Context: an optimization exercise on an open-source flow, tuned for small area and a short achievable clock period. The choices shown serve that exercise and are no tape-out recipe. RTL that was checked went through simulation tests only; none was proved equivalent to the original. No functional check of the RTL was part of run 1.

File: flow/design.v
module mac (
  input  [15:0] a,
  input  [7:0] one, input [7:0] two, input [7:0] neg,
  input  [31:0] accs,
  input  [31:0] acck,
  input  kc,
  output [31:0] sn,
  output [31:0] kn,
  output kcn
);
  wire pp1;
  wire pp2;
  wire pp3;
  wire pp4;
  wire pp5;
  wire pp6;
  wire pp7;
  wire pp8;
  wire pp9;
  wire pp10;
  wire pp11;
  wire pp12;
  wire pp13;
  wire pp14;
  wire pp15;
  wire pp16;
  wire pp17;
  wire pp18;
  wire pp19;
  wire pp20;
  wire pp21;
  wire pp22;
  wire pp23;
  wire pp24;
  wire pp25;
  wire pp26;
  wire pp27;
  wire pp28;
  wire pp29;
  wire pp30;
  wire pp31;
  wire pp32;
  wire pp33;
  wire pp34;
  wire pp35;
  wire pp36;
  wire pp37;
  wire pp38;
  wire pp39;
  wire pp40;
  wire pp41;
  wire pp42;
  wire pp43;
  wire pp44;
  wire pp45;
  wire pp46;
  wire pp47;
  wire pp48;
  wire pp49;
  wire pp50;
  wire pp51;
  wire pp52;
  wire pp53;
  wire pp54;
  wire pp55;
  wire pp56;
  wire pp57;
  wire pp58;
  wire pp59;
  wire pp60;
  wire pp61;
  wire pp62;
  wire pp63;
  wire pp64;
  wire pp65;
  wire pp66;
  wire pp67;
  wire pp68;
  wire pp69;
  wire pp70;
  wire pp71;
  wire pp72;
  wire pp73;
  wire pp74;
  wire pp75;
  wire pp76;
  wire pp77;
  wire pp78;
  wire pp79;
  wire pp80;
  wire pp81;
  wire pp82;
  wire pp83;
  wire pp84;
  wire pp85;
  wire pp86;
  wire pp87;
  wire pp88;
  wire pp89;
  wire pp90;
  wire pp91;
  wire pp92;
  wire pp93;
  wire pp94;
  wire pp95;
  wire pp96;
  wire pp97;
  wire pp98;
  wire pp99;
  wire pp100;
  wire pp101;
  wire pp102;
  wire pp103;
  wire pp104;
  wire pp105;
  wire pp106;
  wire pp107;
  wire pp108;
  wire pp109;
  wire pp110;
  wire pp111;
  wire pp112;
  wire pp113;
  wire pp114;
  wire pp115;
  wire pp116;
  wire pp117;
  wire pp118;
  wire pp119;
  wire pp120;
  wire pp121;
  wire pp122;
  wire pp123;
  wire pp124;
  wire pp125;
  wire pp126;
  wire pp127;
  wire pp128;
  wire pp129;
  wire pp130;
  wire pp131;
  wire pp132;
  wire pp133;
  wire pp134;
  wire pp135;
  wire pp136;
  wire s137;
  wire c138;
  wire s139;
  wire c140;
  wire s141;
  wire c142;
  wire s143;
  wire c144;
  wire s145;
  wire c146;
  wire s147;
  wire c148;
  wire s149;
  wire c150;
  wire s151;
  wire c152;
  wire s153;
  wire c154;
  wire s155;
  wire c156;
  wire s157;
  wire c158;
  wire s159;
  wire s160;
  wire c161;
  wire s162;
  wire c163;
  wire s164;
  wire c165;
  wire s166;
  wire c167;
  wire s168;
  wire c169;
  wire s170;
  wire c171;
  wire s172;
  wire c173;
  wire s174;
  wire c175;
  wire s176;
  wire c177;
  wire s178;
  wire c179;
  wire s180;
  wire c181;
  wire s182;
  wire c183;
  wire s184;
  wire c185;
  wire s186;
  wire c187;
  wire s188;
  wire c189;
  wire s190;
  wire c191;
  wire s192;
  wire c193;
  wire s194;
  wire c195;
  wire s196;
  wire c197;
  wire s198;
  wire c199;
  wire s200;
  wire c201;
  wire s202;
  wire c203;
  wire s204;
  wire c205;
  wire s206;
  wire c207;
  wire s208;
  wire c209;
  wire s210;
  wire c211;
  wire s212;
  wire c213;
  wire s214;
  wire c215;
  wire s216;
  wire c217;
  wire s218;
  wire c219;
  wire s220;
  wire c221;
  wire s222;
  wire c223;
  wire s224;
  wire c225;
  wire s226;
  wire c227;
  wire s228;
  wire c229;
  wire s230;
  wire c231;
  wire s232;
  wire c233;
  wire s234;
  wire c235;
  wire s236;
  wire c237;
  wire s238;
  wire c239;
  wire s240;
  wire c241;
  wire s242;
  wire c243;
  wire s244;
  wire c245;
  wire s246;
  wire c247;
  wire s248;
  wire c249;
  wire s250;
  wire c251;
  wire s252;
  wire c253;
  wire s254;
  wire s255;
  wire c256;
  wire s257;
  wire c258;
  wire s259;
  wire c260;
  wire s261;
  wire c262;
  wire s263;
  wire c264;
  wire s265;
  wire c266;
  wire s267;
  wire c268;
  wire s269;
  wire c270;
  wire s271;
  wire c272;
  wire s273;
  wire c274;
  wire s275;
  wire c276;
  wire s277;
  wire c278;
  wire s279;
  wire c280;
  wire s281;
  wire c282;
  wire s283;
  wire c284;
  wire s285;
  wire c286;
  wire s287;
  wire c288;
  wire s289;
  wire c290;
  wire s291;
  wire c292;
  wire s293;
  wire c294;
  wire s295;
  wire c296;
  wire s297;
  wire c298;
  wire s299;
  wire c300;
  wire s301;
  wire c302;
  wire s303;
  wire c304;
  wire s305;
  wire c306;
  wire s307;
  wire c308;
  wire s309;
  wire c310;
  wire s311;
  wire c312;
  wire s313;
  wire c314;
  wire s315;
  wire c316;
  wire s317;
  wire c318;
  wire s319;
  wire c320;
  wire s321;
  wire c322;
  wire s323;
  wire c324;
  wire s325;
  wire c326;
  wire s327;
  wire c328;
  wire s329;
  wire c330;
  wire s331;
  wire c332;
  wire s333;
  wire c334;
  wire s335;
  wire c336;
  wire s337;
  wire c338;
  wire s339;
  wire c340;
  wire s341;
  wire c342;
  wire s343;
  wire c344;
  wire s345;
  wire c346;
  wire s347;
  wire c348;
  wire s349;
  wire c350;
  wire s351;
  wire s352;
  wire c353;
  wire s354;
  wire c355;
  wire s356;
  wire c357;
  wire s358;
  wire c359;
  wire s360;
  wire c361;
  wire s362;
  wire c363;
  wire s364;
  wire c365;
  wire s366;
  wire c367;
  wire s368;
  wire c369;
  wire s370;
  wire c371;
  wire s372;
  wire c373;
  wire s374;
  wire c375;
  wire s376;
  wire c377;
  wire s378;
  wire c379;
  wire s380;
  wire c381;
  wire s382;
  wire c383;
  wire s384;
  wire c385;
  wire s386;
  wire c387;
  wire s388;
  wire c389;
  wire s390;
  wire c391;
  wire s392;
  wire c393;
  wire s394;
  wire c395;
  wire s396;
  wire c397;
  wire s398;
  wire c399;
  wire s400;
  wire c401;
  wire s402;
  wire c403;
  wire s404;
  wire c405;
  wire s406;
  wire c407;
  wire s408;
  wire c409;
  wire s410;
  wire s411;
  wire c412;
  wire s413;
  wire c414;
  wire s415;
  wire c416;
  wire s417;
  wire c418;
  wire s419;
  wire c420;
  wire s421;
  wire c422;
  wire s423;
  wire c424;
  wire s425;
  wire c426;
  wire s427;
  wire c428;
  wire s429;
  wire c430;
  wire s431;
  wire c432;
  wire s433;
  wire c434;
  wire s435;
  wire c436;
  wire s437;
  wire c438;
  wire s439;
  wire c440;
  wire s441;
  wire c442;
  wire s443;
  wire c444;
  wire s445;
  wire c446;
  wire s447;
  wire c448;
  wire s449;
  wire c450;
  wire s451;
  wire c452;
  wire s453;
  wire c454;
  wire s455;
  wire c456;
  wire s457;
  wire c458;
  wire s459;
  wire c460;
  wire s461;
  wire c462;
  wire s463;
  wire c464;
  wire s465;
  wire c466;
  wire s467;
  wire c468;
  wire s469;
  wire c470;
  wire s471;
  wire c472;
  wire s473;
  assign pp1 = (one[0] & a[0]) ^ neg[0];
  assign pp2 = (((one[0] & a[1]) | (two[0] & a[0])) ^ neg[0]);
  assign pp3 = (((one[0] & a[2]) | (two[0] & a[1])) ^ neg[0]);
  assign pp4 = (((one[0] & a[3]) | (two[0] & a[2])) ^ neg[0]);
  assign pp5 = (((one[0] & a[4]) | (two[0] & a[3])) ^ neg[0]);
  assign pp6 = (((one[0] & a[5]) | (two[0] & a[4])) ^ neg[0]);
  assign pp7 = (((one[0] & a[6]) | (two[0] & a[5])) ^ neg[0]);
  assign pp8 = (((one[0] & a[7]) | (two[0] & a[6])) ^ neg[0]);
  assign pp9 = (((one[0] & a[8]) | (two[0] & a[7])) ^ neg[0]);
  assign pp10 = (((one[0] & a[9]) | (two[0] & a[8])) ^ neg[0]);
  assign pp11 = (((one[0] & a[10]) | (two[0] & a[9])) ^ neg[0]);
  assign pp12 = (((one[0] & a[11]) | (two[0] & a[10])) ^ neg[0]);
  assign pp13 = (((one[0] & a[12]) | (two[0] & a[11])) ^ neg[0]);
  assign pp14 = (((one[0] & a[13]) | (two[0] & a[12])) ^ neg[0]);
  assign pp15 = (((one[0] & a[14]) | (two[0] & a[13])) ^ neg[0]);
  assign pp16 = (((one[0] & a[15]) | (two[0] & a[14])) ^ neg[0]);
  assign pp17 = ~(((one[0] & a[15]) | (two[0] & a[15])) ^ neg[0]);
  assign pp18 = (one[1] & a[0]) ^ neg[1];
  assign pp19 = (((one[1] & a[1]) | (two[1] & a[0])) ^ neg[1]);
  assign pp20 = (((one[1] & a[2]) | (two[1] & a[1])) ^ neg[1]);
  assign pp21 = (((one[1] & a[3]) | (two[1] & a[2])) ^ neg[1]);
  assign pp22 = (((one[1] & a[4]) | (two[1] & a[3])) ^ neg[1]);
  assign pp23 = (((one[1] & a[5]) | (two[1] & a[4])) ^ neg[1]);
  assign pp24 = (((one[1] & a[6]) | (two[1] & a[5])) ^ neg[1]);
  assign pp25 = (((one[1] & a[7]) | (two[1] & a[6])) ^ neg[1]);
  assign pp26 = (((one[1] & a[8]) | (two[1] & a[7])) ^ neg[1]);
  assign pp27 = (((one[1] & a[9]) | (two[1] & a[8])) ^ neg[1]);
  assign pp28 = (((one[1] & a[10]) | (two[1] & a[9])) ^ neg[1]);
  assign pp29 = (((one[1] & a[11]) | (two[1] & a[10])) ^ neg[1]);
  assign pp30 = (((one[1] & a[12]) | (two[1] & a[11])) ^ neg[1]);
  assign pp31 = (((one[1] & a[13]) | (two[1] & a[12])) ^ neg[1]);
  assign pp32 = (((one[1] & a[14]) | (two[1] & a[13])) ^ neg[1]);
  assign pp33 = (((one[1] & a[15]) | (two[1] & a[14])) ^ neg[1]);
  assign pp34 = ~(((one[1] & a[15]) | (two[1] & a[15])) ^ neg[1]);
  assign pp35 = (one[2] & a[0]) ^ neg[2];
  assign pp36 = (((one[2] & a[1]) | (two[2] & a[0])) ^ neg[2]);
  assign pp37 = (((one[2] & a[2]) | (two[2] & a[1])) ^ neg[2]);
  assign pp38 = (((one[2] & a[3]) | (two[2] & a[2])) ^ neg[2]);
  assign pp39 = (((one[2] & a[4]) | (two[2] & a[3])) ^ neg[2]);
  assign pp40 = (((one[2] & a[5]) | (two[2] & a[4])) ^ neg[2]);
  assign pp41 = (((one[2] & a[6]) | (two[2] & a[5])) ^ neg[2]);
  assign pp42 = (((one[2] & a[7]) | (two[2] & a[6])) ^ neg[2]);
  assign pp43 = (((one[2] & a[8]) | (two[2] & a[7])) ^ neg[2]);
  assign pp44 = (((one[2] & a[9]) | (two[2] & a[8])) ^ neg[2]);
  assign pp45 = (((one[2] & a[10]) | (two[2] & a[9])) ^ neg[2]);
  assign pp46 = (((one[2] & a[11]) | (two[2] & a[10])) ^ neg[2]);
  assign pp47 = (((one[2] & a[12]) | (two[2] & a[11])) ^ neg[2]);
  assign pp48 = (((one[2] & a[13]) | (two[2] & a[12])) ^ neg[2]);
  assign pp49 = (((one[2] & a[14]) | (two[2] & a[13])) ^ neg[2]);
  assign pp50 = (((one[2] & a[15]) | (two[2] & a[14])) ^ neg[2]);
  assign pp51 = ~(((one[2] & a[15]) | (two[2] & a[15])) ^ neg[2]);
  assign pp52 = (one[3] & a[0]) ^ neg[3];
  assign pp53 = (((one[3] & a[1]) | (two[3] & a[0])) ^ neg[3]);
  assign pp54 = (((one[3] & a[2]) | (two[3] & a[1])) ^ neg[3]);
  assign pp55 = (((one[3] & a[3]) | (two[3] & a[2])) ^ neg[3]);
  assign pp56 = (((one[3] & a[4]) | (two[3] & a[3])) ^ neg[3]);
  assign pp57 = (((one[3] & a[5]) | (two[3] & a[4])) ^ neg[3]);
  assign pp58 = (((one[3] & a[6]) | (two[3] & a[5])) ^ neg[3]);
  assign pp59 = (((one[3] & a[7]) | (two[3] & a[6])) ^ neg[3]);
  assign pp60 = (((one[3] & a[8]) | (two[3] & a[7])) ^ neg[3]);
  assign pp61 = (((one[3] & a[9]) | (two[3] & a[8])) ^ neg[3]);
  assign pp62 = (((one[3] & a[10]) | (two[3] & a[9])) ^ neg[3]);
  assign pp63 = (((one[3] & a[11]) | (two[3] & a[10])) ^ neg[3]);
  assign pp64 = (((one[3] & a[12]) | (two[3] & a[11])) ^ neg[3]);
  assign pp65 = (((one[3] & a[13]) | (two[3] & a[12])) ^ neg[3]);
  assign pp66 = (((one[3] & a[14]) | (two[3] & a[13])) ^ neg[3]);
  assign pp67 = (((one[3] & a[15]) | (two[3] & a[14])) ^ neg[3]);
  assign pp68 = ~(((one[3] & a[15]) | (two[3] & a[15])) ^ neg[3]);
  assign pp69 = (one[4] & a[0]) ^ neg[4];
  assign pp70 = (((one[4] & a[1]) | (two[4] & a[0])) ^ neg[4]);
  assign pp71 = (((one[4] & a[2]) | (two[4] & a[1])) ^ neg[4]);
  assign pp72 = (((one[4] & a[3]) | (two[4] & a[2])) ^ neg[4]);
  assign pp73 = (((one[4] & a[4]) | (two[4] & a[3])) ^ neg[4]);
  assign pp74 = (((one[4] & a[5]) | (two[4] & a[4])) ^ neg[4]);
  assign pp75 = (((one[4] & a[6]) | (two[4] & a[5])) ^ neg[4]);
  assign pp76 = (((one[4] & a[7]) | (two[4] & a[6])) ^ neg[4]);
  assign pp77 = (((one[4] & a[8]) | (two[4] & a[7])) ^ neg[4]);
  assign pp78 = (((one[4] & a[9]) | (two[4] & a[8])) ^ neg[4]);
  assign pp79 = (((one[4] & a[10]) | (two[4] & a[9])) ^ neg[4]);
  assign pp80 = (((one[4] & a[11]) | (two[4] & a[10])) ^ neg[4]);
  assign pp81 = (((one[4] & a[12]) | (two[4] & a[11])) ^ neg[4]);
  assign pp82 = (((one[4] & a[13]) | (two[4] & a[12])) ^ neg[4]);
  assign pp83 = (((one[4] & a[14]) | (two[4] & a[13])) ^ neg[4]);
  assign pp84 = (((one[4] & a[15]) | (two[4] & a[14])) ^ neg[4]);
  assign pp85 = ~(((one[4] & a[15]) | (two[4] & a[15])) ^ neg[4]);
  assign pp86 = (one[5] & a[0]) ^ neg[5];
  assign pp87 = (((one[5] & a[1]) | (two[5] & a[0])) ^ neg[5]);
  assign pp88 = (((one[5] & a[2]) | (two[5] & a[1])) ^ neg[5]);
  assign pp89 = (((one[5] & a[3]) | (two[5] & a[2])) ^ neg[5]);
  assign pp90 = (((one[5] & a[4]) | (two[5] & a[3])) ^ neg[5]);
  assign pp91 = (((one[5] & a[5]) | (two[5] & a[4])) ^ neg[5]);
  assign pp92 = (((one[5] & a[6]) | (two[5] & a[5])) ^ neg[5]);
  assign pp93 = (((one[5] & a[7]) | (two[5] & a[6])) ^ neg[5]);
  assign pp94 = (((one[5] & a[8]) | (two[5] & a[7])) ^ neg[5]);
  assign pp95 = (((one[5] & a[9]) | (two[5] & a[8])) ^ neg[5]);
  assign pp96 = (((one[5] & a[10]) | (two[5] & a[9])) ^ neg[5]);
  assign pp97 = (((one[5] & a[11]) | (two[5] & a[10])) ^ neg[5]);
  assign pp98 = (((one[5] & a[12]) | (two[5] & a[11])) ^ neg[5]);
  assign pp99 = (((one[5] & a[13]) | (two[5] & a[12])) ^ neg[5]);
  assign pp100 = (((one[5] & a[14]) | (two[5] & a[13])) ^ neg[5]);
  assign pp101 = (((one[5] & a[15]) | (two[5] & a[14])) ^ neg[5]);
  assign pp102 = ~(((one[5] & a[15]) | (two[5] & a[15])) ^ neg[5]);
  assign pp103 = (one[6] & a[0]) ^ neg[6];
  assign pp104 = (((one[6] & a[1]) | (two[6] & a[0])) ^ neg[6]);
  assign pp105 = (((one[6] & a[2]) | (two[6] & a[1])) ^ neg[6]);
  assign pp106 = (((one[6] & a[3]) | (two[6] & a[2])) ^ neg[6]);
  assign pp107 = (((one[6] & a[4]) | (two[6] & a[3])) ^ neg[6]);
  assign pp108 = (((one[6] & a[5]) | (two[6] & a[4])) ^ neg[6]);
  assign pp109 = (((one[6] & a[6]) | (two[6] & a[5])) ^ neg[6]);
  assign pp110 = (((one[6] & a[7]) | (two[6] & a[6])) ^ neg[6]);
  assign pp111 = (((one[6] & a[8]) | (two[6] & a[7])) ^ neg[6]);
  assign pp112 = (((one[6] & a[9]) | (two[6] & a[8])) ^ neg[6]);
  assign pp113 = (((one[6] & a[10]) | (two[6] & a[9])) ^ neg[6]);
  assign pp114 = (((one[6] & a[11]) | (two[6] & a[10])) ^ neg[6]);
  assign pp115 = (((one[6] & a[12]) | (two[6] & a[11])) ^ neg[6]);
  assign pp116 = (((one[6] & a[13]) | (two[6] & a[12])) ^ neg[6]);
  assign pp117 = (((one[6] & a[14]) | (two[6] & a[13])) ^ neg[6]);
  assign pp118 = (((one[6] & a[15]) | (two[6] & a[14])) ^ neg[6]);
  assign pp119 = ~(((one[6] & a[15]) | (two[6] & a[15])) ^ neg[6]);
  assign pp120 = (one[7] & a[0]) ^ neg[7];
  assign pp121 = (((one[7] & a[1]) | (two[7] & a[0])) ^ neg[7]);
  assign pp122 = (((one[7] & a[2]) | (two[7] & a[1])) ^ neg[7]);
  assign pp123 = (((one[7] & a[3]) | (two[7] & a[2])) ^ neg[7]);
  assign pp124 = (((one[7] & a[4]) | (two[7] & a[3])) ^ neg[7]);
  assign pp125 = (((one[7] & a[5]) | (two[7] & a[4])) ^ neg[7]);
  assign pp126 = (((one[7] & a[6]) | (two[7] & a[5])) ^ neg[7]);
  assign pp127 = (((one[7] & a[7]) | (two[7] & a[6])) ^ neg[7]);
  assign pp128 = (((one[7] & a[8]) | (two[7] & a[7])) ^ neg[7]);
  assign pp129 = (((one[7] & a[9]) | (two[7] & a[8])) ^ neg[7]);
  assign pp130 = (((one[7] & a[10]) | (two[7] & a[9])) ^ neg[7]);
  assign pp131 = (((one[7] & a[11]) | (two[7] & a[10])) ^ neg[7]);
  assign pp132 = (((one[7] & a[12]) | (two[7] & a[11])) ^ neg[7]);
  assign pp133 = (((one[7] & a[13]) | (two[7] & a[12])) ^ neg[7]);
  assign pp134 = (((one[7] & a[14]) | (two[7] & a[13])) ^ neg[7]);
  assign pp135 = (((one[7] & a[15]) | (two[7] & a[14])) ^ neg[7]);
  assign pp136 = ~(((one[7] & a[15]) | (two[7] & a[15])) ^ neg[7]);
  ha u_s137 (.a(acck[12]), .b(accs[12]), .s(s137), .co(c138));
  ha u_s139 (.a(acck[13]), .b(accs[13]), .s(s139), .co(c140));
  fa u_s141 (.a(acck[14]), .b(accs[14]), .ci(neg[7]), .s(s141), .co(c142));
  ha u_s143 (.a(pp105), .b(pp120), .s(s143), .co(c144));
  fa u_s145 (.a(acck[15]), .b(accs[15]), .ci(pp106), .s(s145), .co(c146));
  ha u_s147 (.a(pp121), .b(pp16), .s(s147), .co(c148));
  fa u_s149 (.a(acck[16]), .b(accs[16]), .ci(1'b1), .s(s149), .co(c150));
  fa u_s151 (.a(pp107), .b(pp122), .ci(pp17), .s(s151), .co(c152));
  fa u_s153 (.a(acck[17]), .b(accs[17]), .ci(1'b1), .s(s153), .co(c154));
  ha u_s155 (.a(pp108), .b(pp123), .s(s155), .co(c156));
  fa u_s157 (.a(acck[18]), .b(accs[18]), .ci(pp109), .s(s157), .co(c158));
  assign s159 = ~acck[19];
  ha u_s160 (.a(acck[6]), .b(accs[6]), .s(s160), .co(c161));
  ha u_s162 (.a(acck[7]), .b(accs[7]), .s(s162), .co(c163));
  fa u_s164 (.a(acck[8]), .b(accs[8]), .ci(neg[4]), .s(s164), .co(c165));
  ha u_s166 (.a(pp24), .b(pp39), .s(s166), .co(c167));
  fa u_s168 (.a(acck[9]), .b(accs[9]), .ci(pp10), .s(s168), .co(c169));
  ha u_s170 (.a(pp25), .b(pp40), .s(s170), .co(c171));
  fa u_s172 (.a(acck[10]), .b(accs[10]), .ci(neg[5]), .s(s172), .co(c173));
  fa u_s174 (.a(pp11), .b(pp26), .ci(pp41), .s(s174), .co(c175));
  ha u_s176 (.a(pp56), .b(pp71), .s(s176), .co(c177));
  fa u_s178 (.a(acck[11]), .b(accs[11]), .ci(pp12), .s(s178), .co(c179));
  fa u_s180 (.a(pp27), .b(pp42), .ci(pp57), .s(s180), .co(c181));
  ha u_s182 (.a(pp72), .b(pp87), .s(s182), .co(c183));
  fa u_s184 (.a(s137), .b(neg[6]), .ci(pp103), .s(s184), .co(c185));
  fa u_s186 (.a(pp13), .b(pp28), .ci(pp43), .s(s186), .co(c187));
  fa u_s188 (.a(pp58), .b(pp73), .ci(pp88), .s(s188), .co(c189));
  fa u_s190 (.a(c138), .b(s139), .ci(pp104), .s(s190), .co(c191));
  fa u_s192 (.a(pp14), .b(pp29), .ci(pp44), .s(s192), .co(c193));
  fa u_s194 (.a(pp59), .b(pp74), .ci(pp89), .s(s194), .co(c195));
  fa u_s196 (.a(c140), .b(pp15), .ci(pp30), .s(s196), .co(c197));
  fa u_s198 (.a(pp45), .b(pp60), .ci(pp75), .s(s198), .co(c199));
  fa u_s200 (.a(pp90), .b(s141), .ci(s143), .s(s200), .co(c201));
  fa u_s202 (.a(pp31), .b(pp46), .ci(pp61), .s(s202), .co(c203));
  fa u_s204 (.a(pp76), .b(pp91), .ci(c142), .s(s204), .co(c205));
  fa u_s206 (.a(c144), .b(s147), .ci(s145), .s(s206), .co(c207));
  fa u_s208 (.a(s149), .b(pp32), .ci(pp47), .s(s208), .co(c209));
  fa u_s210 (.a(pp62), .b(pp77), .ci(pp92), .s(s210), .co(c211));
  fa u_s212 (.a(c148), .b(c146), .ci(s151), .s(s212), .co(c213));
  fa u_s214 (.a(c150), .b(s153), .ci(pp33), .s(s214), .co(c215));
  fa u_s216 (.a(pp48), .b(pp63), .ci(pp78), .s(s216), .co(c217));
  fa u_s218 (.a(pp93), .b(s155), .ci(c152), .s(s218), .co(c219));
  fa u_s220 (.a(c154), .b(pp124), .ci(pp34), .s(s220), .co(c221));
  fa u_s222 (.a(pp49), .b(pp64), .ci(pp79), .s(s222), .co(c223));
  fa u_s224 (.a(pp94), .b(c156), .ci(s157), .s(s224), .co(c225));
  fa u_s226 (.a(accs[19]), .b(s159), .ci(pp110), .s(s226), .co(c227));
  fa u_s228 (.a(pp125), .b(pp50), .ci(pp65), .s(s228), .co(c229));
  fa u_s230 (.a(pp80), .b(pp95), .ci(c158), .s(s230), .co(c231));
  fa u_s232 (.a(acck[19]), .b(acck[20]), .ci(accs[20]), .s(s232), .co(c233));
  fa u_s234 (.a(pp111), .b(pp126), .ci(pp51), .s(s234), .co(c235));
  fa u_s236 (.a(pp66), .b(pp81), .ci(pp96), .s(s236), .co(c237));
  fa u_s238 (.a(acck[21]), .b(accs[21]), .ci(1'b1), .s(s238), .co(c239));
  fa u_s240 (.a(pp112), .b(pp127), .ci(pp67), .s(s240), .co(c241));
  ha u_s242 (.a(pp82), .b(pp97), .s(s242), .co(c243));
  fa u_s244 (.a(acck[22]), .b(accs[22]), .ci(pp113), .s(s244), .co(c245));
  fa u_s246 (.a(pp128), .b(pp68), .ci(pp83), .s(s246), .co(c247));
  fa u_s248 (.a(acck[23]), .b(accs[23]), .ci(1'b1), .s(s248), .co(c249));
  ha u_s250 (.a(pp114), .b(pp129), .s(s250), .co(c251));
  fa u_s252 (.a(acck[24]), .b(accs[24]), .ci(pp100), .s(s252), .co(c253));
  assign s254 = ~acck[25];
  ha u_s255 (.a(accs[4]), .b(neg[2]), .s(s255), .co(c256));
  fa u_s257 (.a(acck[5]), .b(accs[5]), .ci(kc), .s(s257), .co(c258));
  ha u_s259 (.a(pp21), .b(pp36), .s(s259), .co(c260));
  fa u_s261 (.a(s160), .b(neg[3]), .ci(pp22), .s(s261), .co(c262));
  fa u_s263 (.a(pp37), .b(pp52), .ci(pp7), .s(s263), .co(c264));
  fa u_s265 (.a(c161), .b(s162), .ci(pp23), .s(s265), .co(c266));
  fa u_s267 (.a(pp38), .b(pp53), .ci(pp8), .s(s267), .co(c268));
  fa u_s269 (.a(c163), .b(pp54), .ci(pp69), .s(s269), .co(c270));
  fa u_s271 (.a(pp9), .b(s164), .ci(s166), .s(s271), .co(c272));
  fa u_s273 (.a(pp55), .b(pp70), .ci(c165), .s(s273), .co(c274));
  fa u_s275 (.a(c167), .b(s170), .ci(s168), .s(s275), .co(c276));
  fa u_s277 (.a(pp86), .b(s172), .ci(c171), .s(s277), .co(c278));
  fa u_s279 (.a(s176), .b(c169), .ci(s174), .s(s279), .co(c280));
  fa u_s281 (.a(c173), .b(c177), .ci(s182), .s(s281), .co(c282));
  fa u_s283 (.a(c175), .b(s178), .ci(s180), .s(s283), .co(c284));
  fa u_s285 (.a(c183), .b(c179), .ci(c181), .s(s285), .co(c286));
  fa u_s287 (.a(s184), .b(s186), .ci(s188), .s(s287), .co(c288));
  fa u_s289 (.a(c185), .b(c187), .ci(c189), .s(s289), .co(c290));
  fa u_s291 (.a(s190), .b(s192), .ci(s194), .s(s291), .co(c292));
  fa u_s293 (.a(c191), .b(c193), .ci(c195), .s(s293), .co(c294));
  fa u_s295 (.a(s196), .b(s198), .ci(s200), .s(s295), .co(c296));
  fa u_s297 (.a(c197), .b(c199), .ci(s202), .s(s297), .co(c298));
  fa u_s299 (.a(s204), .b(c201), .ci(s206), .s(s299), .co(c300));
  fa u_s301 (.a(c203), .b(s208), .ci(s210), .s(s301), .co(c302));
  fa u_s303 (.a(c205), .b(c207), .ci(s212), .s(s303), .co(c304));
  fa u_s305 (.a(c209), .b(c211), .ci(s214), .s(s305), .co(c306));
  fa u_s307 (.a(s216), .b(s218), .ci(c213), .s(s307), .co(c308));
  fa u_s309 (.a(c215), .b(c217), .ci(s220), .s(s309), .co(c310));
  fa u_s311 (.a(s222), .b(c219), .ci(s224), .s(s311), .co(c312));
  fa u_s313 (.a(c221), .b(c223), .ci(s226), .s(s313), .co(c314));
  fa u_s315 (.a(s228), .b(s230), .ci(c225), .s(s315), .co(c316));
  fa u_s317 (.a(s232), .b(c227), .ci(c229), .s(s317), .co(c318));
  fa u_s319 (.a(s234), .b(s236), .ci(c231), .s(s319), .co(c320));
  fa u_s321 (.a(c233), .b(s238), .ci(s242), .s(s321), .co(c322));
  fa u_s323 (.a(c235), .b(c237), .ci(s240), .s(s323), .co(c324));
  fa u_s325 (.a(c239), .b(pp98), .ci(c243), .s(s325), .co(c326));
  fa u_s327 (.a(c241), .b(s244), .ci(s246), .s(s327), .co(c328));
  fa u_s329 (.a(s248), .b(pp84), .ci(pp99), .s(s329), .co(c330));
  fa u_s331 (.a(s250), .b(c245), .ci(c247), .s(s331), .co(c332));
  fa u_s333 (.a(c249), .b(pp115), .ci(pp130), .s(s333), .co(c334));
  fa u_s335 (.a(pp85), .b(c251), .ci(s252), .s(s335), .co(c336));
  fa u_s337 (.a(accs[25]), .b(s254), .ci(pp101), .s(s337), .co(c338));
  fa u_s339 (.a(pp116), .b(pp131), .ci(c253), .s(s339), .co(c340));
  fa u_s341 (.a(acck[25]), .b(acck[26]), .ci(accs[26]), .s(s341), .co(c342));
  fa u_s343 (.a(pp102), .b(pp117), .ci(pp132), .s(s343), .co(c344));
  fa u_s345 (.a(acck[27]), .b(accs[27]), .ci(1'b1), .s(s345), .co(c346));
  ha u_s347 (.a(pp118), .b(pp133), .s(s347), .co(c348));
  fa u_s349 (.a(acck[28]), .b(accs[28]), .ci(pp119), .s(s349), .co(c350));
  assign s351 = ~acck[29];
  ha u_s352 (.a(accs[2]), .b(neg[1]), .s(s352), .co(c353));
  ha u_s354 (.a(accs[3]), .b(pp19), .s(s354), .co(c355));
  fa u_s356 (.a(pp20), .b(pp35), .ci(pp5), .s(s356), .co(c357));
  fa u_s358 (.a(s257), .b(c256), .ci(pp6), .s(s358), .co(c359));
  fa u_s360 (.a(c258), .b(c260), .ci(s261), .s(s360), .co(c361));
  fa u_s362 (.a(c262), .b(c264), .ci(s265), .s(s362), .co(c363));
  fa u_s364 (.a(c266), .b(c268), .ci(s269), .s(s364), .co(c365));
  fa u_s366 (.a(c270), .b(s273), .ci(c272), .s(s366), .co(c367));
  fa u_s368 (.a(c274), .b(s277), .ci(c276), .s(s368), .co(c369));
  fa u_s370 (.a(c278), .b(s281), .ci(c280), .s(s370), .co(c371));
  fa u_s372 (.a(c282), .b(s285), .ci(c284), .s(s372), .co(c373));
  fa u_s374 (.a(c286), .b(s289), .ci(c288), .s(s374), .co(c375));
  fa u_s376 (.a(c290), .b(s293), .ci(c292), .s(s376), .co(c377));
  fa u_s378 (.a(c294), .b(s297), .ci(c296), .s(s378), .co(c379));
  fa u_s380 (.a(c298), .b(s301), .ci(c300), .s(s380), .co(c381));
  fa u_s382 (.a(c302), .b(s305), .ci(c304), .s(s382), .co(c383));
  fa u_s384 (.a(c306), .b(s309), .ci(c308), .s(s384), .co(c385));
  fa u_s386 (.a(c310), .b(s313), .ci(c312), .s(s386), .co(c387));
  fa u_s388 (.a(s317), .b(c314), .ci(c316), .s(s388), .co(c389));
  fa u_s390 (.a(s321), .b(c318), .ci(s323), .s(s390), .co(c391));
  fa u_s392 (.a(s325), .b(c322), .ci(c324), .s(s392), .co(c393));
  fa u_s394 (.a(s329), .b(c326), .ci(s331), .s(s394), .co(c395));
  fa u_s396 (.a(c330), .b(s333), .ci(c332), .s(s396), .co(c397));
  fa u_s398 (.a(c334), .b(s337), .ci(s339), .s(s398), .co(c399));
  fa u_s400 (.a(s341), .b(c338), .ci(s343), .s(s400), .co(c401));
  fa u_s402 (.a(c342), .b(s345), .ci(s347), .s(s402), .co(c403));
  fa u_s404 (.a(c346), .b(pp134), .ci(c348), .s(s404), .co(c405));
  fa u_s406 (.a(accs[29]), .b(s351), .ci(pp135), .s(s406), .co(c407));
  fa u_s408 (.a(acck[29]), .b(acck[30]), .ci(accs[30]), .s(s408), .co(c409));
  assign s410 = ~acck[31];
  ha u_s411 (.a(accs[0]), .b(neg[0]), .s(s411), .co(c412));
  ha u_s413 (.a(accs[1]), .b(pp2), .s(s413), .co(c414));
  fa u_s415 (.a(pp18), .b(pp3), .ci(s352), .s(s415), .co(c416));
  fa u_s417 (.a(c353), .b(pp4), .ci(s354), .s(s417), .co(c418));
  fa u_s419 (.a(s255), .b(c355), .ci(s356), .s(s419), .co(c420));
  fa u_s421 (.a(s259), .b(c357), .ci(s358), .s(s421), .co(c422));
  fa u_s423 (.a(c359), .b(s263), .ci(s360), .s(s423), .co(c424));
  fa u_s425 (.a(s267), .b(c361), .ci(s362), .s(s425), .co(c426));
  fa u_s427 (.a(s271), .b(c363), .ci(s364), .s(s427), .co(c428));
  fa u_s429 (.a(c365), .b(s275), .ci(s366), .s(s429), .co(c430));
  fa u_s431 (.a(s279), .b(c367), .ci(s368), .s(s431), .co(c432));
  fa u_s433 (.a(s283), .b(c369), .ci(s370), .s(s433), .co(c434));
  fa u_s435 (.a(s287), .b(c371), .ci(s372), .s(s435), .co(c436));
  fa u_s437 (.a(s291), .b(c373), .ci(s374), .s(s437), .co(c438));
  fa u_s439 (.a(s295), .b(c375), .ci(s376), .s(s439), .co(c440));
  fa u_s441 (.a(c377), .b(s299), .ci(s378), .s(s441), .co(c442));
  fa u_s443 (.a(s303), .b(c379), .ci(s380), .s(s443), .co(c444));
  fa u_s445 (.a(s307), .b(c381), .ci(s382), .s(s445), .co(c446));
  fa u_s447 (.a(s311), .b(c383), .ci(s384), .s(s447), .co(c448));
  fa u_s449 (.a(s315), .b(c385), .ci(s386), .s(s449), .co(c450));
  fa u_s451 (.a(s319), .b(c387), .ci(s388), .s(s451), .co(c452));
  fa u_s453 (.a(c320), .b(s390), .ci(c389), .s(s453), .co(c454));
  fa u_s455 (.a(s327), .b(c391), .ci(s392), .s(s455), .co(c456));
  fa u_s457 (.a(c328), .b(c393), .ci(s394), .s(s457), .co(c458));
  fa u_s459 (.a(s335), .b(c395), .ci(s396), .s(s459), .co(c460));
  fa u_s461 (.a(c336), .b(c397), .ci(s398), .s(s461), .co(c462));
  fa u_s463 (.a(c340), .b(s400), .ci(c399), .s(s463), .co(c464));
  fa u_s465 (.a(c344), .b(s402), .ci(c401), .s(s465), .co(c466));
  fa u_s467 (.a(s349), .b(s404), .ci(c403), .s(s467), .co(c468));
  fa u_s469 (.a(c350), .b(s406), .ci(c405), .s(s469), .co(c470));
  fa u_s471 (.a(s408), .b(pp136), .ci(c407), .s(s471), .co(c472));
  assign s473 = accs[31] ^ s410 ^ c409;
  wire [31:0] x = {c472, c470, c468, c466, c464, c462, c460, c458, c456, c454, c452, c450, c448, c446, c444, c442, c440, c438, c436, c434, c432, c430, c428, c426, c424, c422, c420, c418, c416, c414, c412, s411};
  wire [31:0] y = {s473, s471, s469, s467, s465, s463, s461, s459, s457, s455, s453, s451, s449, s447, s445, s443, s441, s439, s437, s435, s433, s431, s429, s427, s425, s423, s421, s419, s417, s415, s413, pp1};
  wire [4:0] lx = x[4:0];
  wire [4:0] ly = y[4:0];
  wire [4:0] ls;
  wire [4:0] lp, lg;
  pg u_lpg0 (.x(lx[0]), .y(ly[0]), .p(lp[0]), .g(lg[0]));
  pg u_lpg1 (.x(lx[1]), .y(ly[1]), .p(lp[1]), .g(lg[1]));
  pg u_lpg2 (.x(lx[2]), .y(ly[2]), .p(lp[2]), .g(lg[2]));
  pg u_lpg3 (.x(lx[3]), .y(ly[3]), .p(lp[3]), .g(lg[3]));
  pg u_lpg4 (.x(lx[4]), .y(ly[4]), .p(lp[4]), .g(lg[4]));
  wire lG1 = lg[1] | (lp[1] & lg[0]);
  wire lG2 = lg[3] | (lp[3] & lg[2]);
  wire lP2 = lp[3] & lp[2];
  wire lG3 = lg[2] | (lp[2] & lG1);
  wire lG4 = lG2 | (lP2 & lG1);
  wire lG5 = lg[4] | (lp[4] & lG4);
  assign ls[0] = lp[0];
  assign ls[1] = lp[1] ^ lg[0];
  assign ls[2] = lp[2] ^ lG1;
  assign ls[3] = lp[3] ^ lG3;
  assign ls[4] = lp[4] ^ lG4;
  assign kcn = lG5;
  assign sn = {x[31:5], ls};
  assign kn = {y[31:5], 5'd0};
endmodule
module fa (input a, input b, input ci, output s, output co);
  assign s = a ^ b ^ ci;
  assign co = (a & b) | (a & ci) | (b & ci);
endmodule
module ha (input a, input b, output s, output co);
  assign s = a ^ b;
  assign co = a & b;
endmodule
module ha1 (input a, input b, output s, output co);
  assign s = ~(a ^ b);
  assign co = a | b;
endmodule
module pg (input x, input y, output p, output g);
  assign p = x ^ y;
  assign g = x & y;
endmodule
module bsel (input one, input two, input neg, input a0, input a1, output p);
  assign p = ((one & a0) | (two & a1)) ^ neg;
endmodule
module bseln (input one, input two, input neg, input a0, input a1, output pn);
  assign pn = ~(((one & a0) | (two & a1)) ^ neg);
endmodule
module booth_enc (
  input  [15:0] b,
  output [7:0] one, output [7:0] two, output [7:0] neg
);
  wire [16:0] bb = {b, 1'b0};
  genvar k;
  generate for (k = 0; k < 8; k = k + 1) begin : g_d
    wire b0 = bb[2*k];
    wire b1 = bb[2*k+1];
    wire b2 = bb[2*k+2];
    assign one[k] = b1 ^ b0;
    assign two[k] = (b2 & ~b1 & ~b0) | (~b2 & b1 & b0);
    assign neg[k] = b2 & ~(b1 & b0);
  end endgenerate
endmodule
module outadd (input [26:0] x, input [26:0] y, input ci, output [26:0] s);
  wire [26:0] p, g;
  pg u_pg0 (.x(x[0]), .y(y[0]), .p(p[0]), .g(g[0]));
  pg u_pg1 (.x(x[1]), .y(y[1]), .p(p[1]), .g(g[1]));
  pg u_pg2 (.x(x[2]), .y(y[2]), .p(p[2]), .g(g[2]));
  pg u_pg3 (.x(x[3]), .y(y[3]), .p(p[3]), .g(g[3]));
  pg u_pg4 (.x(x[4]), .y(y[4]), .p(p[4]), .g(g[4]));
  pg u_pg5 (.x(x[5]), .y(y[5]), .p(p[5]), .g(g[5]));
  pg u_pg6 (.x(x[6]), .y(y[6]), .p(p[6]), .g(g[6]));
  pg u_pg7 (.x(x[7]), .y(y[7]), .p(p[7]), .g(g[7]));
  pg u_pg8 (.x(x[8]), .y(y[8]), .p(p[8]), .g(g[8]));
  pg u_pg9 (.x(x[9]), .y(y[9]), .p(p[9]), .g(g[9]));
  pg u_pg10 (.x(x[10]), .y(y[10]), .p(p[10]), .g(g[10]));
  pg u_pg11 (.x(x[11]), .y(y[11]), .p(p[11]), .g(g[11]));
  pg u_pg12 (.x(x[12]), .y(y[12]), .p(p[12]), .g(g[12]));
  pg u_pg13 (.x(x[13]), .y(y[13]), .p(p[13]), .g(g[13]));
  pg u_pg14 (.x(x[14]), .y(y[14]), .p(p[14]), .g(g[14]));
  pg u_pg15 (.x(x[15]), .y(y[15]), .p(p[15]), .g(g[15]));
  pg u_pg16 (.x(x[16]), .y(y[16]), .p(p[16]), .g(g[16]));
  pg u_pg17 (.x(x[17]), .y(y[17]), .p(p[17]), .g(g[17]));
  pg u_pg18 (.x(x[18]), .y(y[18]), .p(p[18]), .g(g[18]));
  pg u_pg19 (.x(x[19]), .y(y[19]), .p(p[19]), .g(g[19]));
  pg u_pg20 (.x(x[20]), .y(y[20]), .p(p[20]), .g(g[20]));
  pg u_pg21 (.x(x[21]), .y(y[21]), .p(p[21]), .g(g[21]));
  pg u_pg22 (.x(x[22]), .y(y[22]), .p(p[22]), .g(g[22]));
  pg u_pg23 (.x(x[23]), .y(y[23]), .p(p[23]), .g(g[23]));
  pg u_pg24 (.x(x[24]), .y(y[24]), .p(p[24]), .g(g[24]));
  pg u_pg25 (.x(x[25]), .y(y[25]), .p(p[25]), .g(g[25]));
  pg u_pg26 (.x(x[26]), .y(y[26]), .p(p[26]), .g(g[26]));
  wire g0c = g[0] | (p[0] & ci);
  wire G1 = g[1] | (p[1] & g0c);
  wire G2 = g[3] | (p[3] & g[2]);
  wire P2 = p[3] & p[2];
  wire G3 = g[5] | (p[5] & g[4]);
  wire P3 = p[5] & p[4];
  wire G4 = g[7] | (p[7] & g[6]);
  wire P4 = p[7] & p[6];
  wire G5 = g[9] | (p[9] & g[8]);
  wire P5 = p[9] & p[8];
  wire G6 = g[11] | (p[11] & g[10]);
  wire P6 = p[11] & p[10];
  wire G7 = g[13] | (p[13] & g[12]);
  wire P7 = p[13] & p[12];
  wire G8 = g[15] | (p[15] & g[14]);
  wire P8 = p[15] & p[14];
  wire G9 = g[17] | (p[17] & g[16]);
  wire P9 = p[17] & p[16];
  wire G10 = g[19] | (p[19] & g[18]);
  wire P10 = p[19] & p[18];
  wire G11 = g[21] | (p[21] & g[20]);
  wire P11 = p[21] & p[20];
  wire G12 = g[23] | (p[23] & g[22]);
  wire P12 = p[23] & p[22];
  wire G13 = g[25] | (p[25] & g[24]);
  wire P13 = p[25] & p[24];
  wire G14 = g[2] | (p[2] & G1);
  wire G15 = G2 | (P2 & G1);
  wire G16 = g[6] | (p[6] & G3);
  wire P16 = p[6] & P3;
  wire G17 = G4 | (P4 & G3);
  wire P17 = P4 & P3;
  wire G18 = g[10] | (p[10] & G5);
  wire P18 = p[10] & P5;
  wire G19 = G6 | (P6 & G5);
  wire P19 = P6 & P5;
  wire G20 = g[14] | (p[14] & G7);
  wire P20 = p[14] & P7;
  wire G21 = G8 | (P8 & G7);
  wire P21 = P8 & P7;
  wire G22 = g[18] | (p[18] & G9);
  wire P22 = p[18] & P9;
  wire G23 = G10 | (P10 & G9);
  wire P23 = P10 & P9;
  wire G24 = g[22] | (p[22] & G11);
  wire P24 = p[22] & P11;
  wire G25 = G12 | (P12 & G11);
  wire P25 = P12 & P11;
  wire G26 = g[26] | (p[26] & G13);
  wire P26 = p[26] & P13;
  wire G27 = g[4] | (p[4] & G15);
  wire G28 = G3 | (P3 & G15);
  wire G29 = G16 | (P16 & G15);
  wire G30 = G17 | (P17 & G15);
  wire G31 = g[12] | (p[12] & G19);
  wire P31 = p[12] & P19;
  wire G32 = G7 | (P7 & G19);
  wire P32 = P7 & P19;
  wire G33 = G20 | (P20 & G19);
  wire P33 = P20 & P19;
  wire G34 = G21 | (P21 & G19);
  wire P34 = P21 & P19;
  wire G35 = g[20] | (p[20] & G23);
  wire P35 = p[20] & P23;
  wire G36 = G11 | (P11 & G23);
  wire P36 = P11 & P23;
  wire G37 = G24 | (P24 & G23);
  wire P37 = P24 & P23;
  wire G38 = G25 | (P25 & G23);
  wire P38 = P25 & P23;
  wire G39 = g[8] | (p[8] & G30);
  wire G40 = G5 | (P5 & G30);
  wire G41 = G18 | (P18 & G30);
  wire G42 = G19 | (P19 & G30);
  wire G43 = G31 | (P31 & G30);
  wire G44 = G32 | (P32 & G30);
  wire G45 = G33 | (P33 & G30);
  wire G46 = G34 | (P34 & G30);
  wire G47 = g[24] | (p[24] & G38);
  wire P47 = p[24] & P38;
  wire G48 = G13 | (P13 & G38);
  wire P48 = P13 & P38;
  wire G49 = G26 | (P26 & G38);
  wire P49 = P26 & P38;
  wire G50 = g[16] | (p[16] & G46);
  wire G51 = G9 | (P9 & G46);
  wire G52 = G22 | (P22 & G46);
  wire G53 = G23 | (P23 & G46);
  wire G54 = G35 | (P35 & G46);
  wire G55 = G36 | (P36 & G46);
  wire G56 = G37 | (P37 & G46);
  wire G57 = G38 | (P38 & G46);
  wire G58 = G47 | (P47 & G46);
  wire G59 = G48 | (P48 & G46);
  wire G60 = G49 | (P49 & G46);
  assign s[0] = p[0] ^ ci;
  assign s[1] = p[1] ^ g0c;
  assign s[2] = p[2] ^ G1;
  assign s[3] = p[3] ^ G14;
  assign s[4] = p[4] ^ G15;
  assign s[5] = p[5] ^ G27;
  assign s[6] = p[6] ^ G28;
  assign s[7] = p[7] ^ G29;
  assign s[8] = p[8] ^ G30;
  assign s[9] = p[9] ^ G39;
  assign s[10] = p[10] ^ G40;
  assign s[11] = p[11] ^ G41;
  assign s[12] = p[12] ^ G42;
  assign s[13] = p[13] ^ G43;
  assign s[14] = p[14] ^ G44;
  assign s[15] = p[15] ^ G45;
  assign s[16] = p[16] ^ G46;
  assign s[17] = p[17] ^ G50;
  assign s[18] = p[18] ^ G51;
  assign s[19] = p[19] ^ G52;
  assign s[20] = p[20] ^ G53;
  assign s[21] = p[21] ^ G54;
  assign s[22] = p[22] ^ G55;
  assign s[23] = p[23] ^ G56;
  assign s[24] = p[24] ^ G57;
  assign s[25] = p[25] ^ G58;
  assign s[26] = p[26] ^ G59;
endmodule
module MatMul4x4_FP16 (
    input clk,
    input rst,
    input [255:0] A,
    input [255:0] B,
    output [511:0] C
);
    localparam [31:0] KMASK = 32'b11111111111111111111111111100000;
    reg  [31:0] Sr [0:3][0:3];
    reg  [31:0] Kr [0:3][0:3];
    reg         Kc [0:3][0:3];
    wire        Kcn [0:3][0:3];
    wire [31:0] Sn [0:3][0:3];
    wire [31:0] Kn [0:3][0:3];
    genvar gi, gj;
    generate
        for (gi = 0; gi < 4; gi = gi + 1) begin : g_row
            for (gj = 0; gj < 4; gj = gj + 1) begin : g_col
                wire [7:0] one, two, neg;
                booth_enc u_enc (.b(B[(12+gj)*16 +: 16]), .one(one), .two(two), .neg(neg));
                mac u_mac (.a(A[(gi*4+3)*16 +: 16]), .one(one), .two(two), .neg(neg),
                           .accs(Sr[gi][gj]), .acck(Kr[gi][gj] & KMASK), .kc(Kc[gi][gj]),
                           .sn(Sn[gi][gj]), .kn(Kn[gi][gj]), .kcn(Kcn[gi][gj]));
                always @(posedge clk or posedge rst) begin
                    if (rst) begin
                        Sr[gi][gj] <= 32'd0;
                        Kr[gi][gj] <= 32'd0;
                        Kc[gi][gj] <= 1'b0;
                    end else begin
                        Sr[gi][gj] <= Sn[gi][gj];
                        Kr[gi][gj] <= Kn[gi][gj] & KMASK;
                        Kc[gi][gj] <= Kcn[gi][gj];
                    end
                end
                wire [31:0] kk = Kr[gi][gj] & KMASK;
                assign C[(gi*4+gj)*32 +: 5] = Sr[gi][gj][4:0];
                outadd u_out (.x(Sr[gi][gj][31:5]), .y(kk[31:5]), .ci(Kc[gi][gj]),
                              .s(C[(gi*4+gj)*32+5 +: 27]));
            end
        end
    endgenerate
endmodule
File: flow/flow/run.sh
#!/bin/bash
# Own layout flow: the standard ORFS flow (standard.sh), with the port
# buffers that buffer_ports inserts made plain sky130 buffers (buf_1, which
# repair_design/repair_timing may then upsize) instead of the default
# clkdlybuf4s50_1 delay cells. Everything else is the standard flow.
set -euo pipefail
cd "$(dirname "$0")/.."
export BUFFER_PORTS_ARGS="-buffer_cell sky130_fd_sc_hd__buf_1"
if [[ -f flow/extra.env ]]; then
  set -a; source flow/extra.env; set +a
fi
bash standard.sh finish > flow_standard.log 2>&1
File: flow/standard.sh
#!/bin/bash
# synth_recipe.tcl (not shown) runs the flow's synth.tcl, then flattens the netlist and writes it again
# the make line also repeats each setting of config.mk as NAME=value (left out here)
make -C /OpenROAD-flow-scripts/flow DESIGN_CONFIG=/design/flow/config.mk WORK_HOME=/design/flow/orfs CLKGATE_MAP_FILE= SYNTH_SCRIPT=/design/flow/synth_recipe.tcl "${@:-finish}"
File: flow/config.mk
export PLATFORM = sky130hd
export DESIGN_NAME = MatMul4x4_FP16
export DESIGN_NICKNAME = MatMul4x4_FP16
export VERILOG_FILES = /design/flow/design.v
export SDC_FILE = /design/flow/constraint.sdc
export NUM_CORES = 4
export LEC_CHECK = 0
export CAP_MARGIN = 20
export CORE_MARGIN = 2
export CORE_UTILIZATION = 50
export SETUP_SLACK_MARGIN = 2.8
export SLEW_MARGIN = 20
export SYNTH_HIERARCHICAL = 1
export SYNTH_MINIMUM_KEEP_SIZE = 0
File: flow/constraint.sdc
create_clock -name core_clock -period 8.0 [get_ports {clk}]
set_input_delay 1.6000 -clock core_clock [delete_from_list [all_inputs] [get_ports {clk}]]
set_output_delay 1.6000 -clock core_clock [all_outputs]
set_load 0.01 [all_outputs]
==> summary.txt, run 1 <==
The number of routed nets with antenna violations is 0. The vias per cell came out at 6.12. At the later pin of the worst-skew pair, clock insertion delay measures 0.87 ns. At the worst endpoint, the required time is 6.40 ns.

The final HPWL from detailed placement came out at 350 mm. The number of buffer cells added on primary ports came out at 641. STA classifies the critical path startpoint as a flop.

The cell with the largest stage delay on the worst path is or4_4. The total number of clock tree sinks is 960. In this run the vertical extent of the chip is between 500 and 600 µm. The DRC marker count from the first detailed-route iteration came out at 9673. TritonCTS built the clock tree. The initial utilization of the core area, before any placement, comes to between 50 and 60%.

The worst register-to-register path has a depth of 5. The overall die area is 313000 µm². The post-route DRC violation count is 0. The total standard cell area after synthesis is about 150000 µm².

The cell count after placement came out at 16500. At the pin with the least slew margin, the transition time is 1.23 ns. For this run, the number of Yosys warnings is 13. The run finished with no timing, DRC or antenna violations.

In the final routed layout, each cell accounts on average for around 28 µm. The hold path depth came out at 1. The die outline width is 559 µm. Setup violations remaining at the end of the flow were counted as 0.

Buffers inserted during clock tree synthesis total 143. For flop-to-flop paths, the worst setup slack is 4.86 ns. The instance count of the mapped netlist is 13400.

The cell seen most often among critical-path stages is o211ai_1. The number of antenna violations at the first check in global routing came out at 31. The final non-filler cell total is 17000. The depth of the CTS H-tree came out at 4.

The number of max-slew violations in the final report came out at 0. Setup repair after global routing could not meet its margin everywhere. The first global-routing pass estimated 727 mm of wire. The boundary pin count came out at roughly 1000. In the layout the commonest cells are fa_1, xnor2_1, a22oi_1. Entering global routing, the biggest net connects 160 pins. The share of the cycle needed by the critical path after routing is 69.2%. The number of max-cap violations is 0. The maximum clock skew at final layout came out at 0.0395 ns. Row generation in the floorplan step produced 203 rows. At the placement stage, the worst setup path has a slack of 1.73 ns.

The layout overhead on the synthesized area is 4.55%. Of the cells placed in the final design, the portion with a size suffix greater than 1 is 19.1%. In this run the tightest slew margin relative to its limit is around 18%.

The total wire length after detailed routing is 478 mm. The fmax is 181 MHz. The worst setup path category is flop to output pin. The net total in the final layout is 16800. The leftover overflow at the end of global routing is 0. The number of buffers between clock root and the deepest sink came out at 4. The path class of the lowest-slack min-delay path is flop to flop. The final standard cell utilization of the core is 52.6%. The mean cell area of the mapped netlist came out at 11.5 µm². The final-report hold violation count came out at 0. In this run the worst path has a maximum fanout of 3.

The via count of the first global-routing pass came to around 110k. The routability congestion estimate is 0.919. The clock-pin slew on the worst setup and hold paths came out at 0.05 ns.

The delay contributed by the slowest stage of the critical path is ~0.45 ns. Clock tree synthesis selected as its root buffer the cell clkbuf_16. The library cell used most frequently in the layout, excluding fill and tap cells, is fa_1. The endpoint arrival time on the critical path came out at 3.94 ns. The worst setup path is captured at an output pin.

The worst-case setup margin in the final layout came out at 2.46 ns. The number of optimization iterations in the first detailed-route pass is 7. The number of vias after detailed routing came out at 104000. The placeable core region is 306000 µm².

The shortest period the worst path allows is 5.54 ns. The number of inserted filler cells in the final layout came out at 26600. The global-route usage over all layers came out at between 30 and 40%. The signal on the critical path passes through ha_1 -> ha_2 -> or2_4 -> ha_4 -> o211ai_1 -> a21oi_2 -> o21a_2 -> o211ai_1 -> a21boi_2 -> or4_4 -> o2111ai_4 -> buf_6.
-- critical path: cells and delay by family, from the launching register on --
family | cells | cell delay (ns)
buffers and inverters | 1 | 0.17
adder cells (fa/ha/maj) | 3 | 0.63
flip-flops | 1 | 0.37
AND/OR/NAND/NOR | 2 | 0.68
AO/OA/AOI/OAI | 6 | 1.25
-- sequential cells by signal, indices dropped and copies added (netlist names) --
register  cells
Sr          512
Kr          432
Kc           16
-- worst paths after layout --
path	start	endpoint
min in group asynchronous	rst	Sr[9][11]$_DFF_PP0_
setup reg to reg	Kr[12][16]$_DFF_PP0_	Kr[12][16]$_DFF_PP0_
hold / removal	Sr[8][31]$_DFF_PP0_	Kr[8][31]$_DFF_PP0_
hold reg to reg	Sr[8][31]$_DFF_PP0_	Kr[8][31]$_DFF_PP0_
max in group asynchronous	rst	Sr[3][14]$_DFF_PP0_
setup / recovery	Kr[15][5]$_DFF_PP0_	C[499]
-- stage by stage --
step	instance area (µm²)	setup TNS (ns)	hold slack [ns]
4_1_cts	158000	0	0.479
2_1_floorplan	154000	-6545.99	0.566
6_report	161000	0	0.470
5_1_grt	161000	0	0.499
3_3_place_gp	148000	0	0.461
3_5_place_dp	148000	0	0.469
-- per-layer routing --
layer	wire [µm]	vias up	track usage (%)
li1	-	43700	-
met1	190000	54100	40.8
met4	23200	28	13.2
met3	49900	1015	8.10
met5	173	-	0
met2	215000	5383	46.7
-- cell type report --
class | count | area [µm²] | share of cell area, %
Clock buffer | 201 | 4170 | 2.59
Timing Repair Buffer | 1330 | 9460 | 5.87
Multi-Input combinational cell | 10300 | 117000 | 72.7
Tap cell | 4100 | 5130 | 3.18
Inverter | 129 | 488 | 0.303
Antenna cell | 6 | 15.0 | 0.00932
Clock inverter | 47 | 669 | 0.416
Sequential cell | 960 | 24000 | 14.9
-- timing repair --
action	in CTS	in global routing
setup buffers	187	97
hold buffers	0	0
endpoints found under the setup margin	329	403
pin swaps	398	415
resized for setup	918	535
gates cloned	0	0
==> run 2, diff against run 1 <==
--- a/flow/design.v
+++ b/flow/design.v
@@ -806,10 +806,10 @@
   wire lG4 = lG2 | (lP2 & lG1);
   wire lG5 = lg[4] | (lp[4] & lG4);
   assign ls[0] = lp[0];
-  assign ls[1] = lp[1] ^ lg[0];
-  assign ls[2] = lp[2] ^ lG1;
-  assign ls[3] = lp[3] ^ lG3;
-  assign ls[4] = lp[4] ^ lG4;
+  sx u_lsx1 (.p(lp[1]), .c(lg[0]), .s(ls[1]));
+  sx u_lsx2 (.p(lp[2]), .c(lG1), .s(ls[2]));
+  sx u_lsx3 (.p(lp[3]), .c(lG3), .s(ls[3]));
+  sx u_lsx4 (.p(lp[4]), .c(lG4), .s(ls[4]));
   assign kcn = lG5;
   assign sn = {x[31:5], ls};
   assign kn = {y[31:5], 5'd0};
@@ -830,6 +830,9 @@
   assign p = x ^ y;
   assign g = x & y;
 endmodule
+module sx (input p, input c, output s);
+  assign s = p ^ c;
+endmodule
 module bsel (input one, input two, input neg, input a0, input a1, output p);
   assign p = ((one & a0) | (two & a1)) ^ neg;
 endmodule
@@ -975,33 +978,33 @@
   wire G58 = G47 | (P47 & G46);
   wire G59 = G48 | (P48 & G46);
   wire G60 = G49 | (P49 & G46);
-  assign s[0] = p[0] ^ ci;
-  assign s[1] = p[1] ^ g0c;
-  assign s[2] = p[2] ^ G1;
-  assign s[3] = p[3] ^ G14;
-  assign s[4] = p[4] ^ G15;
-  assign s[5] = p[5] ^ G27;
-  assign s[6] = p[6] ^ G28;
-  assign s[7] = p[7] ^ G29;
-  assign s[8] = p[8] ^ G30;
-  assign s[9] = p[9] ^ G39;
-  assign s[10] = p[10] ^ G40;
-  assign s[11] = p[11] ^ G41;
-  assign s[12] = p[12] ^ G42;
-  assign s[13] = p[13] ^ G43;
-  assign s[14] = p[14] ^ G44;
-  assign s[15] = p[15] ^ G45;
-  assign s[16] = p[16] ^ G46;
-  assign s[17] = p[17] ^ G50;
-  assign s[18] = p[18] ^ G51;
-  assign s[19] = p[19] ^ G52;
-  assign s[20] = p[20] ^ G53;
-  assign s[21] = p[21] ^ G54;
-  assign s[22] = p[22] ^ G55;
-  assign s[23] = p[23] ^ G56;
-  assign s[24] = p[24] ^ G57;
-  assign s[25] = p[25] ^ G58;
-  assign s[26] = p[26] ^ G59;
+  sx u_sx0 (.p(p[0]), .c(ci), .s(s[0]));
+  sx u_sx1 (.p(p[1]), .c(g0c), .s(s[1]));
+  sx u_sx2 (.p(p[2]), .c(G1), .s(s[2]));
+  sx u_sx3 (.p(p[3]), .c(G14), .s(s[3]));
+  sx u_sx4 (.p(p[4]), .c(G15), .s(s[4]));
+  sx u_sx5 (.p(p[5]), .c(G27), .s(s[5]));
+  sx u_sx6 (.p(p[6]), .c(G28), .s(s[6]));
+  sx u_sx7 (.p(p[7]), .c(G29), .s(s[7]));
+  sx u_sx8 (.p(p[8]), .c(G30), .s(s[8]));
+  sx u_sx9 (.p(p[9]), .c(G39), .s(s[9]));
+  sx u_sx10 (.p(p[10]), .c(G40), .s(s[10]));
+  sx u_sx11 (.p(p[11]), .c(G41), .s(s[11]));
+  sx u_sx12 (.p(p[12]), .c(G42), .s(s[12]));
+  sx u_sx13 (.p(p[13]), .c(G43), .s(s[13]));
+  sx u_sx14 (.p(p[14]), .c(G44), .s(s[14]));
+  sx u_sx15 (.p(p[15]), .c(G45), .s(s[15]));
+  sx u_sx16 (.p(p[16]), .c(G46), .s(s[16]));
+  sx u_sx17 (.p(p[17]), .c(G50), .s(s[17]));
+  sx u_sx18 (.p(p[18]), .c(G51), .s(s[18]));
+  sx u_sx19 (.p(p[19]), .c(G52), .s(s[19]));
+  sx u_sx20 (.p(p[20]), .c(G53), .s(s[20]));
+  sx u_sx21 (.p(p[21]), .c(G54), .s(s[21]));
+  sx u_sx22 (.p(p[22]), .c(G55), .s(s[22]));
+  sx u_sx23 (.p(p[23]), .c(G56), .s(s[23]));
+  sx u_sx24 (.p(p[24]), .c(G57), .s(s[24]));
+  sx u_sx25 (.p(p[25]), .c(G58), .s(s[25]));
+  sx u_sx26 (.p(p[26]), .c(G59), .s(s[26]));
 endmodule
 module MatMul4x4_FP16 (
     input clk,
==> summary.txt, run 2 <==
The number of antenna violations at the first check in global routing was 25. After clock tree synthesis, the clock-pin slew on the worst setup and hold paths is 0.06 ns. The routability congestion estimate is 0.927. The maximum clock skew at final layout came out at 0.0358 ns. The setup violation total in the final timing report is 0. The die outline width came out at 555 µm.

The data required time of the critical path came out at around 8.7 ns. After floorplanning, the core was divided into between 200 and 250 placement rows. The largest net degree at the start of global routing is 156. The cell count after placement came out at 16300. The worst setup path is of the primary input to flop kind.

The final-report hold violation count is 0. Wires add up to ~460 mm. The flip-flop count of the largest register after layout came out at between 500 and 600. The number of vias after detailed routing is slightly above 100k.

The first TritonRoute pass finished after 6 iterations. TritonCTS built the clock tree. For this design, the slowest cell found on the critical path is clkdlybuf4s15_1. The final HPWL from detailed placement is 340 mm. The instance count of the mapped netlist is between 10000 and 15000. More flip-flops sit in one register than any other, and that register is Sr. Once detail routing completed, the nets flagged for antenna violations numbered 0. The total number of clock tree sinks is 960. The post-route DRC violation count came out at 0.

The area of combinational cells with multiple inputs came out at 112000 µm². The clock passes through at most 4 buffers.

The buffer cell driving the clock tree root is clkbuf_16. The H-tree was split into 4 levels. For the worst setup path, the data arrival time is 5.88 ns. The library cells used most frequently in the layout, excluding fill and tap cells, are fa_1, xnor2_1, a22oi_1.

The largest registers in the layout are Sr x512, Kr x432, Kc x16. Input and output buffers added on the ports amount to 641. The total standard cell area after synthesis is between 150000 and 200000 µm².

The routed wirelength normalized by instance count is ~28 µm. The net total in the final layout is about 16000. The worst setup path is captured at a flop. The layout cell share with drive strength beyond 1 is 11.8%. For this run, the slowest stage of the critical path takes 0.77 ns. The worst setup path is launched from a primary input. The shortest period the worst path allows came out at 5.18 ns. The pin slew with the least headroom to its limit is 1.17 ns.

On the critical path the largest part of the delay comes from adder cells. The flow ran to the end and the layout has no timing, DRC or antenna violations.

From synthesis to final layout, the design area changed by 0.695%. The via count of the first global-routing pass came to approximately 110k. The worst hold path belongs to the class flop to flop. Dividing the detail-routed via count by the number of cells gives 6.11. The leftover overflow at the end of global routing came out at 0.

The mean cell area of the mapped netlist came out at around 11 µm². The core region is 303000 µm². The height of the die is approximately 560 µm. The later-pin clock latency in the skew report is about 0.85 ns. The global-route usage over all layers is 29.8%.

Counting stages on the worst path, the most repeated cell is fa_1. The worst path buffer plus inverter count came out at 2. Traced cell by cell, the critical path runs through clkdlybuf4s15_1 -> nor2b_2 -> buf_4 -> xnor2_1 -> fa_1 -> fa_1 -> fa_1 -> fa_1 -> fa_1.

Along the worst path, the maximum fanout reaches 12. The worst pin sits at a relative slew slack of 21.5%. The number of clock buffers added by TritonCTS is 146. The layout has 26700 filler cells.

For this design the top-level I/O count stands at 1026. Leaving out fill and tap cells, the most frequent cell in the layout is fa_1. The number of max-slew violations in the final report is 0. The hold buffer count at cts came out at 0.

The sequential cell area came out at 24000 µm². The tool flagged a number of max-cap violations equal to 0. The global-route wire length before repair is 700 mm. Setup repair after global routing could not meet its margin everywhere. The share of the cycle needed by the critical path after routing is 64.7%. The die covers 308000 µm². The starting density of the core is about half. The number of warnings printed during yosys synthesis came out at 13. The detailed router finished its first iteration with 9702 violations.

The final non-filler cell total is around 17000. The fmax came out at about 190 MHz.
==> run 2: metal layers <==
| layer | track usage, % | vias to the layer above | part of all wire (%) |
|---|---|---|---|
| met1 | 40.4 | 52500 | 41 |
| met5 | 0 | - | 0.016 |
| li1 | - | 42400 | - |
| met4 | 12.3 | 14 | 4.4 |
| met3 | 7.90 | 934 | 10 |
| met2 | 45.2 | 5099 | 45 |
==> run 2: stage by stage <==
step	hold slack [ns]	cell area (µm²)	setup TNS (ns)	worst slack (ns)	util, %
after floorplan	0.566	152000	-6545.99	-6.82	-
after global placement	0.457	147000	0	1.86	48.5
after detailed placement	0.466	147000	0	1.81	48.5
after CTS	0.480	152000	0	2.65	50.3
after global routing	0.485	153000	0	2.74	50.6
final	0.472	153000	0	2.82	50.6
==> run 2: final cells by class <==
type,count,area share [%]
repair buffers,1069,4.01
diodes,17,0.0278
clock buffers,212,2.83
well taps,3978,3.25
flip-flops and latches,960,15.7
inverters,161,0.397
clock inverters,41,0.346
multi-input cells,10100,73.4
==> run 2: final timing paths <==
| path | from | to | slack [ns] | cells after the start |
|---|---|---|---|---|
| max | B[223] | Kr[9][17]$_DFF_PP0_ | 2.82 | 9 |
| min | Sr[2][31]$_DFF_PP0_ | Kr[2][31]$_DFF_PP0_ | 0.47 | 1 |
| max reg2reg | Kr[12][16]$_DFF_PP0_ | Kr[12][16]$_DFF_PP0_ | 4.88 | 5 |
| min reg2reg | Sr[2][31]$_DFF_PP0_ | Kr[2][31]$_DFF_PP0_ | 0.47 | 1 |
| max in group asynchronous | rst | Sr[4][8]$_DFF_PP0_ | 5.51 | 4 |
| min in group asynchronous | rst | Kr[14][12]$_DFF_PP0_ | 0.70 | 2 |
==> run 2: repair_timing <==
action / in CTS / in global routing
pin swaps: 45 / 48
setup endpoints to repair: 99 / 231
gates cloned: 0 / 0
gates resized for setup: 125 / 144
setup buffers: 4 / 9

-- separate check: timing with driven ports --
How much do the figures lean on ideal ports? The routed layouts below were timed once more, with nothing changed but the port constraints. Step 1: set_driving_cell puts a clkbuf_16 on clk and a buf_2 on each other input, an assumption about the parent block. Step 2 times the ports against the registers' clock, not the clock port: input delays grow and output delays shrink by t, the midpoint of the rising clock arrivals with the driver on. a / b / c = no drivers / after step 1 / after step 2; a / b = the first two.
run	shift t [ns]	slack for setup (ns)	worst hold slack (ns)	worst register clock-pin slew, ns	pins driven straight from the clock port
run 1	0.946	2.463 / 2.361 / 1.943	0.470 / 0.470 / 0.470	0.07 / 0.07	1
run 2	0.948	2.820 / 2.736 / 1.932	0.472 / 0.472 / 0.472	0.07 / 0.07	1
After both steps every run listed still meets setup and hold. For run 2, which loses most, drivers alone change the setup slack by -0.084 ns; drivers and shift together by -0.888 ns.
